Context: an optimization exercise on an open-source flow, tuned for small area and a short achievable clock period. The choices shown serve that exercise and are no tape-out recipe. RTL that was checked went through simulation tests only; none was proved equivalent to the original.

## run P
==> module gcd_plc, before the edit <==
module gcd_plc #(
    parameter WYI = 14,
    parameter WYO = 14,
    parameter WXS = 15
)(
    input  wire           Clk,
    input  wire           Reset,
    input  wire           Start,
    input  wire [14:0]    Xin,
    input  wire [WYI-1:0] Yin,
    input  wire [3:0]     Kin,
    output reg  [14:0]    Xout,
    output reg  [WYO-1:0] Yout,
    output reg  [3:0]     Kout
);
localparam WP = WYI - 1;                  
localparam WQ = WXS - 1;                  
localparam W  = (WP > WQ) ? WP : WQ;
wire [W-1:0] p = Yin[WYI-1:1];
wire [W-1:0] q = Xin[WXS-1:1];
wire         yo = Yin[0];
wire [W-1:0] qm = q & {W{yo}};
wire [W-1:0] h = ~(p ^ qm);
wire [W-1:0] g = p & ~qm;
reg [W-1:0] gg, hh;
integer lv, i;
always @* begin
    gg = g;
    hh = h;
    for (lv = 1; lv < W; lv = lv * 2)
        for (i = 0; i < W; i = i + 1)
            if ((i / lv) % 2 == 1) begin
                gg[i] = gg[i] | (hh[i] & gg[(i / lv) * lv - 1]);
                hh[i] = hh[i] & hh[(i / lv) * lv - 1];
            end
end
wire [W:0]   c0 = {gg, 1'b0};             
wire [W:0]   c1 = {gg | hh, 1'b1};        
wire         ge = c1[W];                  
wire [W-1:0] yn = h ^ (ge ? c1[W-1:0] : ~c0[W-1:0]);
wire [14:0]  xs = Yin;
always @(posedge Clk or negedge Reset)
    if (!Reset)      Xout[0] <= 1'b0;
    else if (Start)  Xout[0] <= Xin[0];
always @(posedge Clk)
    if (Start) begin
        Xout[14:1] <= ge ? Xin[14:1] : xs[14:1];
        Yout       <= yn[WYO-1:0];
        Kout       <= Kin;
    end
endmodule
Settings: LEC_CHECK=0, ABC_AREA=1, CAP_MARGIN=20, CORE_MARGIN=2, CORE_UTILIZATION=60, PLACE_DENSITY=0.7, SETUP_SLACK_MARGIN=1.9, SLEW_MARGIN=20; clock period 4.5 ns.
run.sh (not shown) runs the stock make flow with config.mk's settings and CLKGATE_MAP_FILE= SYNTH_SCRIPT=/design/flow/synth_recipe.tcl, a recipe that flattens the netlist after the stock synthesis.
Relative to run P, the following input files were edited for run M:
==> flow/design.v, changed modules only <==
module gcd_plc #(
    parameter WYI = 14,
    parameter WYO = 14,
    parameter WXS = 15
)(
    input  wire           Clk,
    input  wire           Reset,
    input  wire           Start,
    input  wire [14:0]    Xin,
    input  wire [WYI-1:0] Yin,
    input  wire [3:0]     Kin,
    output reg  [14:0]    Xout,
    output reg  [WYO-1:0] Yout,
    output reg  [3:0]     Kout
);
localparam WP = WYI - 1;                  
localparam WQ = WXS - 1;                  
localparam W  = (WP > WQ) ? WP : WQ;
wire [W-1:0] p = Yin[WYI-1:1];
wire [W-1:0] q = Xin[WXS-1:1];
wire [W-1:0] h = ~(p ^ q);
wire [W-1:0] g = p & ~q;
reg [W-1:0] gg, hh;
integer lv, i;
always @* begin
    gg = g;
    hh = h;
    for (lv = 1; lv < W; lv = lv * 2)
        for (i = 0; i < W; i = i + 1)
            if ((i / lv) % 2 == 1) begin
                gg[i] = gg[i] | (hh[i] & gg[(i / lv) * lv - 1]);
                hh[i] = hh[i] & hh[(i / lv) * lv - 1];
            end
end
wire [W:0]   c0 = {gg, 1'b0};             
wire [W:0]   c1 = {gg | hh, 1'b1};        
wire         ge = c1[W];                  
wire [W-1:0] ad = h ^ (ge ? c1[W-1:0] : ~c0[W-1:0]);
wire         yo = Yin[0];
wire [W-1:0]  yn = yo ? ad : p;
wire [14:0]   xs = Yin;
always @(posedge Clk or negedge Reset)
    if (!Reset)      Xout[0] <= 1'b0;
    else if (Start)  Xout[0] <= Xin[0];
always @(posedge Clk)
    if (Start) begin
        Xout[14:1] <= (yo & ~ge) ? xs[14:1] : Xin[14:1];
        Yout       <= yn[WYO-1:0];
        Kout       <= Kin;
    end
endmodule
==> results.txt <==
Run M | status: complete | timing, DRC, antenna: pass. Compared with run P, in run M post-synthesis simple-gate area fraction shows a reduction of 1.3 points, first-iteration DRC count now larger. Summary: with run P as the reference, number of standard cells in the final layout excluding fillers in run M moved up by a few percent. Diff run P -> run M: HPWL after detailed placement climbed 8.1%; number of hold-slack violations in the final timing report shows no meaningful change. Summary of run M over run P: worst reg2reg path depth now sits lower, maximum frequency now sits higher, wire length on met3 now sits higher, multi-input combinational area share now sits higher. Core util | run M vs run P | run M lower.
Function not checked in run M: the RTL went through the layout flow alone.

* * *

Another version of the RTL of gcd_top (not shown whole).
Size in the first run: ~6600 cells after synthesis, roughly 970 flip-flops, about 0.056 mm2 of cells after synthesis.
==> module gcd_plc, before the edit <==
module gcd_plc #(
    parameter WYI = 14,
    parameter WYO = 14,
    parameter WXS = 15
)(
    input  wire           Clk,
    input  wire           Reset,
    input  wire           Start,
    input  wire [14:0]    Xin,
    input  wire [WYI-1:0] Yin,
    input  wire [3:0]     Kin,
    output reg  [14:0]    Xout,
    output reg  [WYO-1:0] Yout,
    output reg  [3:0]     Kout
);
localparam WP = WYI - 1;                  
localparam WQ = WXS - 1;                  
localparam W  = (WP > WQ) ? WP : WQ;
wire [W-1:0] p = Yin[WYI-1:1];
wire [W-1:0] q = Xin[WXS-1:1];
wire         yo = Yin[0];
wire [W-1:0] qm = q & {W{yo}};
wire [W-1:0] h = ~(p ^ qm);
wire [W-1:0] g = p & ~qm;
reg [W-1:0] gg, hh;
localparam DMAX = (W > 8) ? 8 : (W > 4) ? 4 : (W > 2) ? 2 : 1;
integer d, i;
always @* begin
    gg = g;
    hh = h;
    for (d = 1; d < W; d = d * 2) begin
        for (i = 2 * d - 1; i < W; i = i + 2 * d) begin
            gg[i] = gg[i] | (hh[i] & gg[i - d]);
            hh[i] = hh[i] & hh[i - d];
        end
    end
    for (d = DMAX / 2; d >= 1; d = d / 2)
        for (i = 3 * d - 1; i < W; i = i + 2 * d) begin
            gg[i] = gg[i] | (hh[i] & gg[i - d]);
            hh[i] = hh[i] & hh[i - d];
        end
end
wire [W:0]   c0 = {gg, 1'b0};             
wire [W:0]   c1 = {gg | hh, 1'b1};        
wire         ge = c1[W];                  
wire [W-1:0] yn = h ^ (ge ? c1[W-1:0] : ~c0[W-1:0]);
wire [14:0]  xs = Yin;
always @(posedge Clk or negedge Reset)
    if (!Reset)      Xout[0] <= 1'b0;
    else if (Start)  Xout[0] <= Xin[0];
always @(posedge Clk)
    if (Start) begin
        Xout[14:1] <= ge ? Xin[14:1] : xs[14:1];
        Yout       <= yn[WYO-1:0];
        Kout       <= Kin;
    end
endmodule
export LEC_CHECK = 0
export ABC_AREA = 1
export CAP_MARGIN = 20
export CORE_MARGIN = 2
export CORE_UTILIZATION = 60
export CTS_CLUSTER_DIAMETER = 100
export CTS_CLUSTER_SIZE = 25
export PLACE_DENSITY = 0.7
export SETUP_SLACK_MARGIN = 1.8
export SLEW_MARGIN = 20
create_clock -name core_clock -period 4.5 [get_ports {Clk}]
Change:
--- a/flow/design.v
+++ b/flow/design.v
@@ -102,16 +102,26 @@
 wire         ge = c1[W];                  
 wire [W-1:0] yn = h ^ (ge ? c1[W-1:0] : ~c0[W-1:0]);
 wire [14:0]  xs = Yin;
 always @(posedge Clk or negedge Reset)
-    if (!Reset)      Xout[0] <= 1'b0;
-    else if (Start)  Xout[0] <= Xin[0];
+    if (!Reset) begin
+        Xout[0] <= 1'b0;
+        Yout[0] <= 1'b0;
+    end else if (Start) begin
+        Xout[0] <= Xin[0];
+        Yout[0] <= yn[0];
+    end
 always @(posedge Clk)
     if (Start) begin
         Xout[14:1] <= ge ? Xin[14:1] : xs[14:1];
-        Yout       <= yn[WYO-1:0];
         Kout       <= Kin;
     end
+generate
+    if (WYO > 1) begin : yhi
+        always @(posedge Clk)
+            if (Start) Yout[WYO-1:1] <= yn[WYO-1:1];
+    end
+endgenerate
 endmodule
 module gcd_plc_last (
     input  wire           Clk,
     input  wire           Reset,
Synthesized cell count goes up slightly.
Hold slack got worse by 0.077 ns.
Area after synthesis stays flat.
Design area goes up slightly.
Final cell count goes up slightly.
Routed wire length goes up by a few percent.
Die area hardly moves.
Maximum frequency goes down by a few percent.
Non-clock buffer count goes up by 23.
Function not checked in the second run of this note: the RTL went through the layout flow alone.

* * *

gcd_top, a different RTL version from the one above (not shown whole).
For scale: roughly 6,500 cells after synthesis, roughly 52 I/O pins, roughly 56,000 um^2 of cells after synthesis.
==> module gcd_input, before the edit <==
module gcd_input (
    input  wire        Clk,
    input  wire        Reset,
    input  wire        Start,
    input  wire [14:0] Ain,
    input  wire [14:0] Bin,
    output reg  [14:0] Xout,
    output reg  [14:0] Yout,
    output reg  [3:0]  Kout
);
wire [14:0] oi  = Ain | Bin;
wire        z8  = ~|oi[7:0];
wire        z4  = z8 ? ~|oi[11:8] : ~|oi[3:0];
wire [14:0] a8  = z8 ? {8'b0, Ain[14:8]} : Ain;
wire [14:0] b8  = z8 ? {8'b0, Bin[14:8]} : Bin;
reg  [14:0] a0, b0;
reg  [3:2]  k0;
reg         v0;
always @(posedge Clk or negedge Reset)
    if (!Reset)      v0 <= 1'b0;
    else if (Start)  v0 <= |oi;
always @(posedge Clk)
    if (Start) begin
        a0 <= z4 ? {4'b0, a8[14:4]} : a8;
        b0 <= z4 ? {4'b0, b8[14:4]} : b8;
        k0 <= {z8, z4};
    end
wire [14:0] o0  = a0 | b0;
wire        z2  = ~|o0[1:0];
wire        z1  = z2 ? ~o0[2] : ~o0[0];
wire [14:0] a2  = z2 ? {2'b0, a0[14:2]} : a0;
wire [14:0] b2  = z2 ? {2'b0, b0[14:2]} : b0;
wire [14:0] as  = z1 ? {1'b0, a2[14:1]} : a2;
wire [14:0] bs  = z1 ? {1'b0, b2[14:1]} : b2;
wire        aodd = as[0];
always @(posedge Clk or negedge Reset)
    if (!Reset)      Xout[0] <= 1'b0;
    else if (Start)  Xout[0] <= v0;
always @(posedge Clk)
    if (Start) begin
        Xout[14:1] <= aodd ? as[14:1] : bs[14:1];
        Yout       <= aodd ? bs : as;
        Kout       <= {k0, z2, z1};
    end
endmodule
make LEC_CHECK=0 ABC_AREA=1 CAP_MARGIN=20 CORE_MARGIN=2 CORE_UTILIZATION=60 CTS_CLUSTER_DIAMETER=100 CTS_CLUSTER_SIZE=25 PLACE_DENSITY=0.7 SETUP_SLACK_MARGIN=1.8 SLEW_MARGIN=20 finish   # period 4.5 ns
Change:
--- a/flow/design.v
+++ b/flow/design.v
@@ -30,19 +30,25 @@
 wire        z1  = z2 ? ~o0[2] : ~o0[0];
 wire [14:0] a2  = z2 ? {2'b0, a0[14:2]} : a0;
 wire [14:0] b2  = z2 ? {2'b0, b0[14:2]} : b0;
 wire [14:0] as  = z1 ? {1'b0, a2[14:1]} : a2;
 wire [14:0] bs  = z1 ? {1'b0, b2[14:1]} : b2;
 wire        aodd = as[0];
+wire [14:0] ys  = aodd ? bs : as;
 always @(posedge Clk or negedge Reset)
-    if (!Reset)      Xout[0] <= 1'b0;
-    else if (Start)  Xout[0] <= v0;
+    if (!Reset) begin
+        Xout[0] <= 1'b0;
+        Yout[0] <= 1'b0;
+    end else if (Start) begin
+        Xout[0] <= v0;
+        Yout[0] <= ys[0];
+    end
 always @(posedge Clk)
     if (Start) begin
         Xout[14:1] <= aodd ? as[14:1] : bs[14:1];
-        Yout       <= aodd ? bs : as;
+        Yout[14:1] <= ys[14:1];
         Kout       <= {k0, z2, z1};
     end
 endmodule
 module gcd_plc #(
     parameter WYI = 14,
     parameter WYO = 14,
@@ -88,20 +94,30 @@
 wire [W:0]   c0 = {gg, 1'b0};             
 wire [W:0]   c1 = {gg | hh, 1'b1};        
 wire         ge = c1[W];                  
 wire [W-1:0] yn = h ^ (ge ? c1[W-1:0] : ~c0[W-1:0]);
 wire [14:0]  xs = Yin;
 always @(posedge Clk or negedge Reset)
-    if (!Reset)      Xout[0] <= 1'b0;
-    else if (Start)  Xout[0] <= Xin[0];
+    if (!Reset) begin
+        Xout[0] <= 1'b0;
+        Yout[0] <= 1'b0;
+    end else if (Start) begin
+        Xout[0] <= Xin[0];
+        Yout[0] <= yn[0];
+    end
 always @(posedge Clk)
     if (Start) begin
         Xout[14:1] <= ge ? Xin[14:1] : xs[14:1];
-        Yout       <= yn[WYO-1:0];
         Kout       <= Kin;
     end
+generate
+    if (WYO > 1) begin : yhi
+        always @(posedge Clk)
+            if (Start) Yout[WYO-1:1] <= yn[WYO-1:1];
+    end
+endgenerate
 endmodule
 module gcd_plc_last (
     input  wire           Clk,
     input  wire           Reset,
     input  wire           Start,
     input  wire [14:0]    Xin,
=> Global-route usage went down by 0.39 points. Count of clock-buffer cells in the layout rose by 9. Utilization is higher by 0.35 points. First-iteration DRC count grows by a few percent. Final cell count is higher slightly. Sequential cell count stays the same.

==> separate check: timing with driven ports <==
How much do the figures lean on ideal ports? The routed layouts below were timed once more, with nothing changed but the port constraints. Step 1 (the two cells are an assumption about what drives the block):
set clk [get_ports {Clk}]
set_driving_cell -lib_cell sky130_fd_sc_hd__clkbuf_16 $clk
set_driving_cell -lib_cell sky130_fd_sc_hd__buf_2 [delete_from_list [all_inputs] $clk]
Step 2, shift: input delay + t, output delay - t, t = (earliest + latest rising clock arrival at the registers) / 2. This alone moves slack from input paths to output paths. Three values: no drivers, after step 1, after step 2; two values: the first two.
| run | t, ns | slack for setup (ns) | worst slew at a driven data input, ns | pins driven straight from the clock port |
|---|---|---|---|---|
| run P | 0.752 | 1.955 / 1.924 / 1.433 | 0.06 | 1 |
| run M | 0.758 | 2.011 / 1.937 / 1.548 | 0.05 | 1 |
| the first run of note 2 | 0.706 | 1.962 / 1.932 / 1.472 | 0.05 | 1 |
| the second run of note 2 | 0.712 | 1.866 / 1.866 / 1.552 | 0.05 | 1 |
| the first run of note 3 | 0.693 | 1.843 / 1.843 / 1.426 | 0.05 | 1 |
| the second run of note 3 | 0.712 | 1.835 / 1.835 / 1.338 | 0.05 | 1 |
After both steps setup and hold are still met in every run listed. For run P, which loses most, drivers alone change the setup slack by -0.031 ns; drivers and shift together by -0.522 ns.
